Background: an optimization exercise with open tools, aiming at small area, a short achievable clock period and few clock cycles. Do not read the settings as production practice. Function was checked by simulation only, so behaviour that the tests miss may differ from the original. Power and IR drop assume default switching activity.

Design cpu, start of the top module:
module cpu (
    input  wire        clk,
    input  wire        reset,
    output wire [31:0] mem_addr,
    output wire [31:0] mem_wdata,
    output wire        mem_we,
    input  wire [31:0] mem_rdata
);
For scale: roughly 1300 flip-flops, roughly 99 I/O pins, ~75000 um2 of cells after synthesis.
Settings: LEC_CHECK=0, CAP_MARGIN=30, CORE_MARGIN=2, CORE_UTILIZATION=40, SLEW_MARGIN=30; clock period 22.0 ns.
standard.sh (not shown) runs the stock make flow with config.mk's settings and CLKGATE_MAP_FILE= SYNTH_SCRIPT=/design/flow/synth_recipe.tcl, a recipe that flattens the netlist after the stock synthesis.
==> flow/flow/run.sh <==
#!/bin/bash
# Own layout flow: the standard synthesis unchanged, then the standard
# layout with a larger setup-slack margin for ORFS's repair_timing, so that the
# layout is optimised for a clock well below the 22 ns it is signed off at.
# Each step's full output goes to a log file in the work folder.
set -euo pipefail
bash standard.sh synth > synth.log 2>&1
bash standard.sh SETUP_SLACK_MARGIN=16 finish > layout.log 2>&1
Testbench counts at the start, summed over its fixed seeds: cycles 28,911.
Edit:
--- a/flow/design.v
+++ b/flow/design.v
@@ -61,19 +61,16 @@
     wire w_rt    = i_addi | i_slti | i_lui;
     wire writes  = w_rd | w_rt | i_jal;
     wire [4:0] dest = w_rd ? rd : (w_rt ? rt : 5'd31);
     wire uses_rs = ~(i_j | i_jal);
     wire uses_rt = rtype | i_br | i_sw | i_sp;
     wire d_wr    = writes | i_ld;
     wire [4:0] d_dest = i_ld ? rt : dest;
-    wire [4:0]  ars = mem_rdata[25:21];
-    wire [4:0]  art = mem_rdata[20:16];
-    wire [31:0] pra = rv[ars] ? rf[ars] : ((ars == 5'd29) ? 32'd227 : 32'd0);
-    wire [31:0] prb = rv[art] ? rf[art] : ((art == 5'd29) ? 32'd227 : 32'd0);
-    reg  [31:0] ra, rb;
+    wire [31:0] ra = rv[rs] ? rf[rs] : ((rs == 5'd29) ? 32'd227 : 32'd0);
+    wire [31:0] rb = rv[rt] ? rf[rt] : ((rt == 5'd29) ? 32'd227 : 32'd0);
     wire hz1 = l1v & ((uses_rs & (rs == l1r)) | (uses_rt & (rt == l1r)) | (d_wr & (d_dest == l1r)));
     wire hz2 = l2v & ((uses_rs & (rs == l2r)) | (uses_rt & (rt == l2r)) | (d_wr & (d_dest == l2r)));
     wire hz3 = l3v & (writes | (uses_rs & (rs == l3r)) | (uses_rt & (rt == l3r)));
     wire rmw_end = (rmw == 2'd3);
     wire e_mem   = i_ld | i_sw | i_sp;
     wire e_ctl   = i_br | i_j | i_jal | r_jr;
     wire hzm     = ((rmw != 2'd0) & e_mem) | (rmw_end & e_ctl);
@@ -192,19 +189,14 @@
     always @(posedge clk) begin
         fsave <= fa;
         if (boot)          pc <= 32'd0;
         else if (redirect | skip) pc <= tgt;
         else if (consume)  pc <= (i_j | i_jal) ? jtgt : pc4;
         if (ir_load) begin
             ir  <= mem_rdata;
-            ra  <= (wen & (waddr == ars)) ? wdat : pra;
-            rb  <= (wen & (waddr == art)) ? wdat : prb;
-        end else begin
-            if (wen & (waddr == rs)) ra <= wdat;
-            if (wen & (waddr == rt)) rb <= wdat;
         end
         l1r <= rt;
         l1t <= op[1] ? 2'd2 : (op[0] ? 2'd1 : 2'd0);
         l2r <= l1r;  l2t <= l1t;
         l3r <= l2r;  l3t <= l2t;
         if (e_ok & i_sp) begin
             da   <= sum;
The changed run went through all stages and came out clean.
Worst setup slack loses 0.20 ns.
Via count rises by 2.1%.
Core utilization rises by 2.3 points.
Die area falls by 6.0%.
Fmax falls by 3.1%.
Count of clock-buffer cells in the layout falls by 8.
Design area falls by 1.5%.
Wire length rises by 3.8%.
Combinational power rises by 18%.
Power is about the same.
Testbench counts after the change, summed over its fixed seeds: cycles 28,911.

* * *

Setup of red:
The RTL this note starts from:
==> flow/design.v <==
module cpu (
    input  wire        clk,
    input  wire        reset,
    output wire [31:0] mem_addr,
    output wire [31:0] mem_wdata,
    output wire        mem_we,
    input  wire [31:0] mem_rdata
);
    reg  [31:0] ma;                  
    reg  [31:0] wd;                  
    reg         we;                  
    reg         isf0, isf1, isf2;    
    reg  [31:0] fsave;               
    reg  [31:0] pc;                  
    reg  [31:0] ir;
    reg         irv;
    reg         boot;                
    reg         l1v, l2v, l3v;
    reg  [4:0]  l1r, l2r, l3r;
    reg  [1:0]  l1t, l2t, l3t;       
    reg  [1:0]  sk;                  
    reg  [1:0]  rmw;                 
    reg         rmwh;                
    reg  [31:0] da;                  
    reg  [31:0] rf [0:31];           
    reg  [31:0] rv;                  
    assign mem_addr  = ma;
    assign mem_wdata = wd;
    assign mem_we    = we;
    function [32:0] dec(input [31:0] w);
        reg [5:0] o, f;
        reg rtype, r_add, r_sub, r_and, r_slt, r_sll, r_srl, r_sra, r_sllv, r_srav, r_jr, r_brk;
        reg i_addi, i_slti, i_lui, i_ld, i_sw, i_sp, i_br, i_j, i_jal;
        reg r_shift, w_rd, w_rt, writes, i_mem;
        reg [4:0] dest;
        begin
            o = w[31:26];
            f = w[5:0];
            rtype  = (o == 6'h00);
            r_add  = rtype & (f == 6'h20);
            r_sub  = rtype & (f == 6'h22);
            r_and  = rtype & (f == 6'h24);
            r_slt  = rtype & (f == 6'h2A);
            r_sll  = rtype & (f == 6'h00);
            r_srl  = rtype & (f == 6'h02);
            r_sra  = rtype & (f == 6'h03);
            r_sllv = rtype & (f == 6'h04);
            r_srav = rtype & (f == 6'h07);
            r_jr   = rtype & (f == 6'h08);
            r_brk  = rtype & (f == 6'h0D);
            i_addi = (o == 6'h08) | (o == 6'h09);
            i_slti = (o == 6'h0A);
            i_lui  = (o == 6'h0F);
            i_ld   = (o == 6'h23) | (o == 6'h21) | (o == 6'h20);
            i_sw   = (o == 6'h2A);
            i_sp   = (o == 6'h29) | (o == 6'h28);     
            i_br   = (o[5:2] == 4'b0001);             
            i_j    = (o == 6'h02);
            i_jal  = (o == 6'h03);
            r_shift = r_sll | r_srl | r_sra | r_sllv | r_srav;
            w_rd   = r_add | r_sub | r_and | r_slt | r_shift;
            w_rt   = i_addi | i_slti | i_lui;
            writes = w_rd | w_rt | i_jal;
            dest   = w_rd ? w[15:11] : (w_rt ? w[20:16] : 5'd31);
            i_mem  = i_ld | i_sw | i_sp;
            dec[0]     = r_and;
            dec[1]     = r_slt | i_slti;
            dec[2]     = r_sllv | r_srav;               
            dec[3]     = r_sll | r_sllv;                
            dec[4]     = r_sra | r_srav;                
            dec[5]     = r_jr;
            dec[6]     = r_brk;
            dec[7]     = i_lui;
            dec[8]     = i_ld;
            dec[9]     = i_sw;
            dec[10]    = i_sp;
            dec[11]    = i_br;
            dec[12]    = i_j | i_jal;
            dec[13]    = i_jal;
            dec[14]    = r_shift;
            dec[15]    = writes;
            dec[20:16] = dest;
            dec[21]    = ~(i_j | i_jal);                
            dec[22]    = rtype | i_br | i_sw | i_sp;    
            dec[23]    = writes | i_ld;                 
            dec[28:24] = i_ld ? w[20:16] : dest;        
            dec[29]    = i_addi | i_slti | i_mem;       
            dec[30]    = r_sub | r_slt | i_slti | i_br;  
            dec[31]    = i_mem;
            dec[32]    = i_br | i_j | i_jal | r_jr;
        end
    endfunction
    reg  [32:0] ctl;
    wire [5:0]  op  = ir[31:26];
    wire [4:0]  rs  = ir[25:21];
    wire [4:0]  rt  = ir[20:16];
    wire [4:0]  sh  = ir[10:6];
    wire [15:0] imm = ir[15:0];
    wire [31:0] sext = {{16{imm[15]}}, imm};
    wire r_and   = ctl[0];
    wire slt_any = ctl[1];
    wire sh_var  = ctl[2];
    wire sh_left = ctl[3];
    wire sh_arith= ctl[4];
    wire r_jr    = ctl[5];
    wire r_brk   = ctl[6];
    wire i_lui   = ctl[7];
    wire i_ld    = ctl[8];
    wire i_sw    = ctl[9];
    wire i_sp    = ctl[10];
    wire i_br    = ctl[11];
    wire i_jj    = ctl[12];
    wire i_jal   = ctl[13];
    wire r_shift = ctl[14];
    wire writes  = ctl[15];
    wire [4:0] dest = ctl[20:16];
    wire uses_rs = ctl[21];
    wire uses_rt = ctl[22];
    wire d_wr    = ctl[23];
    wire [4:0] d_dest = ctl[28:24];
    wire use_imm = ctl[29];
    wire do_sub  = ctl[30];
    wire e_mem   = ctl[31];
    wire e_ctl   = ctl[32];
    wire [4:0]  ars = mem_rdata[25:21];
    wire [4:0]  art = mem_rdata[20:16];
    wire [31:0] pra = rv[ars] ? rf[ars] : ((ars == 5'd29) ? 32'd227 : 32'd0);
    wire [31:0] prb = rv[art] ? rf[art] : ((art == 5'd29) ? 32'd227 : 32'd0);
    reg  [31:0] ra, rb;
    wire hz1 = l1v & ((uses_rs & (rs == l1r)) | (uses_rt & (rt == l1r)) | (d_wr & (d_dest == l1r)));
    wire hz2 = l2v & ((uses_rs & (rs == l2r)) | (uses_rt & (rt == l2r)) | (d_wr & (d_dest == l2r)));
    wire hz3 = l3v & (writes | (uses_rs & (rs == l3r)) | (uses_rt & (rt == l3r)));
    wire rmw_end = (rmw == 2'd3);
    wire hzm     = ((rmw != 2'd0) & e_mem) | (rmw_end & e_ctl);
    wire e_ok = irv & ~hz1 & ~hz2 & ~hz3 & ~hzm;
    wire [31:0] bop = use_imm ? sext : rb;
    wire [31:0] sum = ra + (do_sub ? ~bop : bop) + {31'd0, do_sub};
    wire lt = (ra[31] ^ bop[31]) ? ra[31] : sum[31];
    wire eq = (ra == rb);
    wire [31:0] shv = sh_var ? ra : rb;
    wire [4:0]  sha = sh_var ? rb[4:0] : sh;
    function [31:0] rev(input [31:0] x);
        integer k;
        begin
            for (k = 0; k < 32; k = k + 1) rev[k] = x[31-k];
        end
    endfunction
    wire [31:0] shx  = sh_left ? rev(shv) : shv;
    wire        shf  = sh_arith & shv[31];
    wire [63:0] shy  = {{32{shf}}, shx} >> sha;
    wire [31:0] shres = sh_left ? rev(shy[31:0]) : shy[31:0];
    wire [31:0] pc4 = pc + 32'd4;
    wire [31:0] pc8 = pc + 32'd8;
    wire [3:0]  pc8h = pc8[31:28];
    reg [31:0] res;
    always @(*) begin
        if (r_and)               res = ra & rb;
        else if (slt_any)        res = {31'd0, lt};
        else if (i_lui)          res = {imm, 16'd0};
        else if (r_shift)        res = shres;
        else if (i_jal)          res = pc4;
        else                     res = sum;
    end
    reg taken;
    always @(*) begin
        case (op[1:0])
            2'b00: taken = eq;           
            2'b01: taken = ~eq;          
            2'b10: taken = lt | eq;      
            default: taken = ~(lt | eq);  
        endcase
    end
    wire [31:0] btgt = pc4 + {sext[29:0], 2'b00};
    wire [31:0] jtgt = {pc4[31:28], ir[25:0], 2'b00};
    wire [31:0] tgt  = r_jr ? ra : (r_brk ? pc : btgt);    
    wire [1:0] nfl  = {1'b0, isf2} + {1'b0, isf1} + {1'b0, isf0};    
    wire short_br   = (imm[15:2] == 14'd0) & (imm[1:0] != 2'd0) & (imm[1:0] < nfl);
    wire btaken     = e_ok & i_br & taken;
    wire skip       = btaken & short_br;
    wire redirect   = (btaken & ~short_br) | (e_ok & (r_jr | r_brk));
    wire skipping   = skip | (sk != 2'd0);           
    wire consume  = e_ok;
    wire memop    = e_ok & e_mem;
    wire ir_free  = ~irv | consume;
    wire ir_load  = isf2 & ~redirect & ~skipping & ir_free;
    wire drop     = isf2 & ~redirect & ~skipping & ~ir_free;
    wire pj       = ir_load & (mem_rdata[31:27] == 5'b00001);
    wire [3:0]  pjh = irv ? pc8h : pc4[31:28];           
    wire [31:0] pjt = {pjh, mem_rdata[25:0], 2'b00};
    wire kill     = redirect | drop | pj;
    wire [31:0] fpc = isf0 ? ma + 32'd4 : fsave;
    wire [31:0] fa  = redirect ? tgt : (pj ? pjt : (drop ? pc4 : fpc));
    reg [31:0] ldata;
    always @(*) begin
        case (l3t)
            2'd2:    ldata = mem_rdata;
            2'd1:    ldata = {16'd0, mem_rdata[15:0]};
            default: ldata = {24'd0, mem_rdata[7:0]};
        endcase
    end
    wire        wen   = l3v | (e_ok & writes);
    wire [4:0]  waddr = l3v ? l3r : dest;
    wire [31:0] wdat  = l3v ? ldata : res;
    always @(posedge clk) begin
        if (wen) rf[waddr] <= wdat;
    end
    always @(posedge clk) begin
        if (boot)     rv <= 32'd0;
        else if (wen) rv[waddr] <= 1'b1;
    end
    always @(posedge clk or posedge reset) begin
        if (reset) begin
            ma   <= 32'd0;
            we   <= 1'b0;
            isf0 <= 1'b1;
            isf1 <= 1'b0;
            isf2 <= 1'b0;
            irv  <= 1'b0;
            boot <= 1'b1;
            l1v  <= 1'b0;
            l2v  <= 1'b0;
            l3v  <= 1'b0;
            rmw  <= 2'd0;
            sk   <= 2'd0;
        end else begin
            if (skip)            sk <= imm[1:0] - {1'b0, isf2};
            else if (isf2 & (sk != 2'd0)) sk <= sk - 2'd1;
            ma   <= rmw_end ? da : (memop ? sum : fa);
            we   <= (e_ok & i_sw) | rmw_end;
            isf0 <= ~(memop | rmw_end);
            isf1 <= isf0 & ~kill;
            isf2 <= isf1 & ~kill;
            if (ir_load)      irv <= 1'b1;
            else if (consume) irv <= 1'b0;
            boot <= 1'b0;
            l1v  <= e_ok & i_ld;
            l2v  <= l1v;
            l3v  <= l2v;
            if (e_ok & i_sp)  rmw <= 2'd1;
            else if (rmw != 2'd0) rmw <= rmw + 2'd1;
        end
    end
    always @(posedge clk) begin
        fsave <= fa;
        if (boot)          pc <= 32'd0;
        else if (redirect | skip) pc <= tgt;
        else if (consume)  pc <= i_jj ? jtgt : pc4;
        if (ir_load) begin
            ir  <= mem_rdata;
            ctl <= dec(mem_rdata);
            ra  <= (wen & (waddr == ars)) ? wdat : pra;
            rb  <= (wen & (waddr == art)) ? wdat : prb;
        end else begin
            if (wen & (waddr == rs)) ra <= wdat;
            if (wen & (waddr == rt)) rb <= wdat;
        end
        l1r <= rt;
        l1t <= op[1] ? 2'd2 : (op[0] ? 2'd1 : 2'd0);
        l2r <= l1r;  l2t <= l1t;
        l3r <= l2r;  l3t <= l2t;
        if (e_ok & i_sp) begin
            da   <= sum;
            rmwh <= op[0];
        end
        if (e_ok & (i_sw | i_sp))  wd <= rb;
        else if (rmw_end)          wd <= rmwh ? {mem_rdata[31:16], wd[15:0]}    
                                              : {mem_rdata[31:8],  wd[7:0]};    
    end
endmodule
Settings: LEC_CHECK=0, CAP_MARGIN=30, CORE_MARGIN=2, CORE_UTILIZATION=50, CTS_BUF_LIST=sky130_fd_sc_hd__clkbuf_8, PLACE_DENSITY=0.7, SLEW_MARGIN=30; clock period 22.0 ns.
Scripts as last shown in full above: flow/flow/run.sh
Testbench counts of red, summed over its fixed seeds: cycles 28,911.
### red -> blue
-- flow/design.v --
<<< red, line 23
    reg         rmwh;                
    reg  [31:0] da;                  
    reg  [31:0] rf [0:31];           
    reg  [31:0] rv;                  
>>> blue, line 23
    reg         rmwh;                
    reg  [31:0] da;                  
    reg  [4:0]  rmw_rs;              
    reg  [11:0] rmw_imm;             
    reg         rmw_ok;              
    reg  [31:0] rf [0:31];           
    reg  [31:0] rv;                  
<<< red, line 132
    wire hz3 = l3v & (writes | (uses_rs & (rs == l3r)) | (uses_rt & (rt == l3r)));
    wire rmw_end = (rmw == 2'd3);
    wire hzm     = ((rmw != 2'd0) & e_mem) | (rmw_end & e_ctl);
    wire e_ok = irv & ~hz1 & ~hz2 & ~hz3 & ~hzm;
    wire [31:0] bop = use_imm ? sext : rb;
>>> blue, line 135
    wire hz3 = l3v & (writes | (uses_rs & (rs == l3r)) | (uses_rt & (rt == l3r)));
    wire rmw_end = (rmw == 2'd3);
    wire [11:0] rmw_d = imm[11:0] - rmw_imm;
    wire rmw_ovl = (rmw_d >= 12'hFFD) | (rmw_d <= 12'h001);
    wire ld_ok   = i_ld & rmw_ok & (rs == rmw_rs) & ~rmw_ovl & ~rmw_end;
    wire hzm     = (((rmw != 2'd0) & e_mem) & ~ld_ok) | (rmw_end & e_ctl);
    wire e_ok = irv & ~hz1 & ~hz2 & ~hz3 & ~hzm;
    wire [31:0] bop = use_imm ? sext : rb;
<<< red, line 260
        l3r <= l2r;  l3t <= l2t;
        if (e_ok & i_sp) begin
            da   <= sum;
            rmwh <= op[0];
        end
        if (e_ok & (i_sw | i_sp))  wd <= rb;
>>> blue, line 266
        l3r <= l2r;  l3t <= l2t;
        if (e_ok & i_sp) begin
            da      <= sum;
            rmwh    <= op[0];
            rmw_rs  <= rs;
            rmw_imm <= imm[11:0];
            rmw_ok  <= 1'b1;
        end else if (wen & (waddr == rmw_rs)) begin
            rmw_ok  <= 1'b0;
        end
        if (e_ok & (i_sw | i_sp))  wd <= rb;
--- outcome ---
- The combined area of all synthesized cells of blue is higher than that of red.
- blue: largest stage delay on the critical path 0.21 ns below red
- Cell area went up slightly going from red to blue.
- [blue] power density over the cells fell 3.4 nW/um^2 relative to red
- Compared with red, in blue share of total power in the clock network increased by 0.5 points relative to the old numbers, setup slack lost 0.056 ns.
- Diff red -> blue: global-route usage over all layers has decreased, placeable core region has increased.
- Compared with red, mean routed wirelength per cell in blue decreased by a few percent.
- Delta (blue minus red): number of search-and-repair iterations in the first detailed-routing pass has increased, time the worst path needs with I/O delays and setup shows an increase of 0.056 ns.
Testbench counts of blue, summed over its fixed seeds: cycles 28,638.

==> separate check: timing with driven ports <==
In the flow no input, the clock included, has a driving cell. The finished layouts below were timed again as built, in two steps.
Step 1 sets driving cells, clkbuf_16 on the clock port and buf_2 on the other inputs (assumed; they add their load-dependent delay and slew).
Step 2 times the ports against the registers' clock, not the clock port: input delays grow and output delays shrink by t, the midpoint of the rising clock arrivals with the driver on.
Slacks: ideal / step 1 / step 2; pairs: ideal / step 1.
run | t, ns | setup slack, ns | hold WS [ns] | clock arrival spread, ns | pins driven straight from the clock port
the first run of note 1 | 0.901 | 15.820 / 15.577 / 14.675 | 0.326 / 0.326 / 0.326 | 0.039 / 0.039 | 1
the second run of note 1 | 0.911 | 15.623 / 15.623 / 14.996 | 0.322 / 0.322 / 0.322 | 0.070 / 0.070 | 1
red | 1.052 | 15.917 / 15.816 / 14.764 | 0.333 / 0.333 / 0.333 | 0.082 / 0.082 | 1
blue | 1.044 | 15.861 / 15.788 / 14.806 | 0.329 / 0.329 / 0.329 | 0.065 / 0.065 | 1
After both steps setup and hold are still met in every run listed. For red, which loses most, drivers alone change the setup slack by -0.101 ns; drivers and shift together by -1.153 ns.
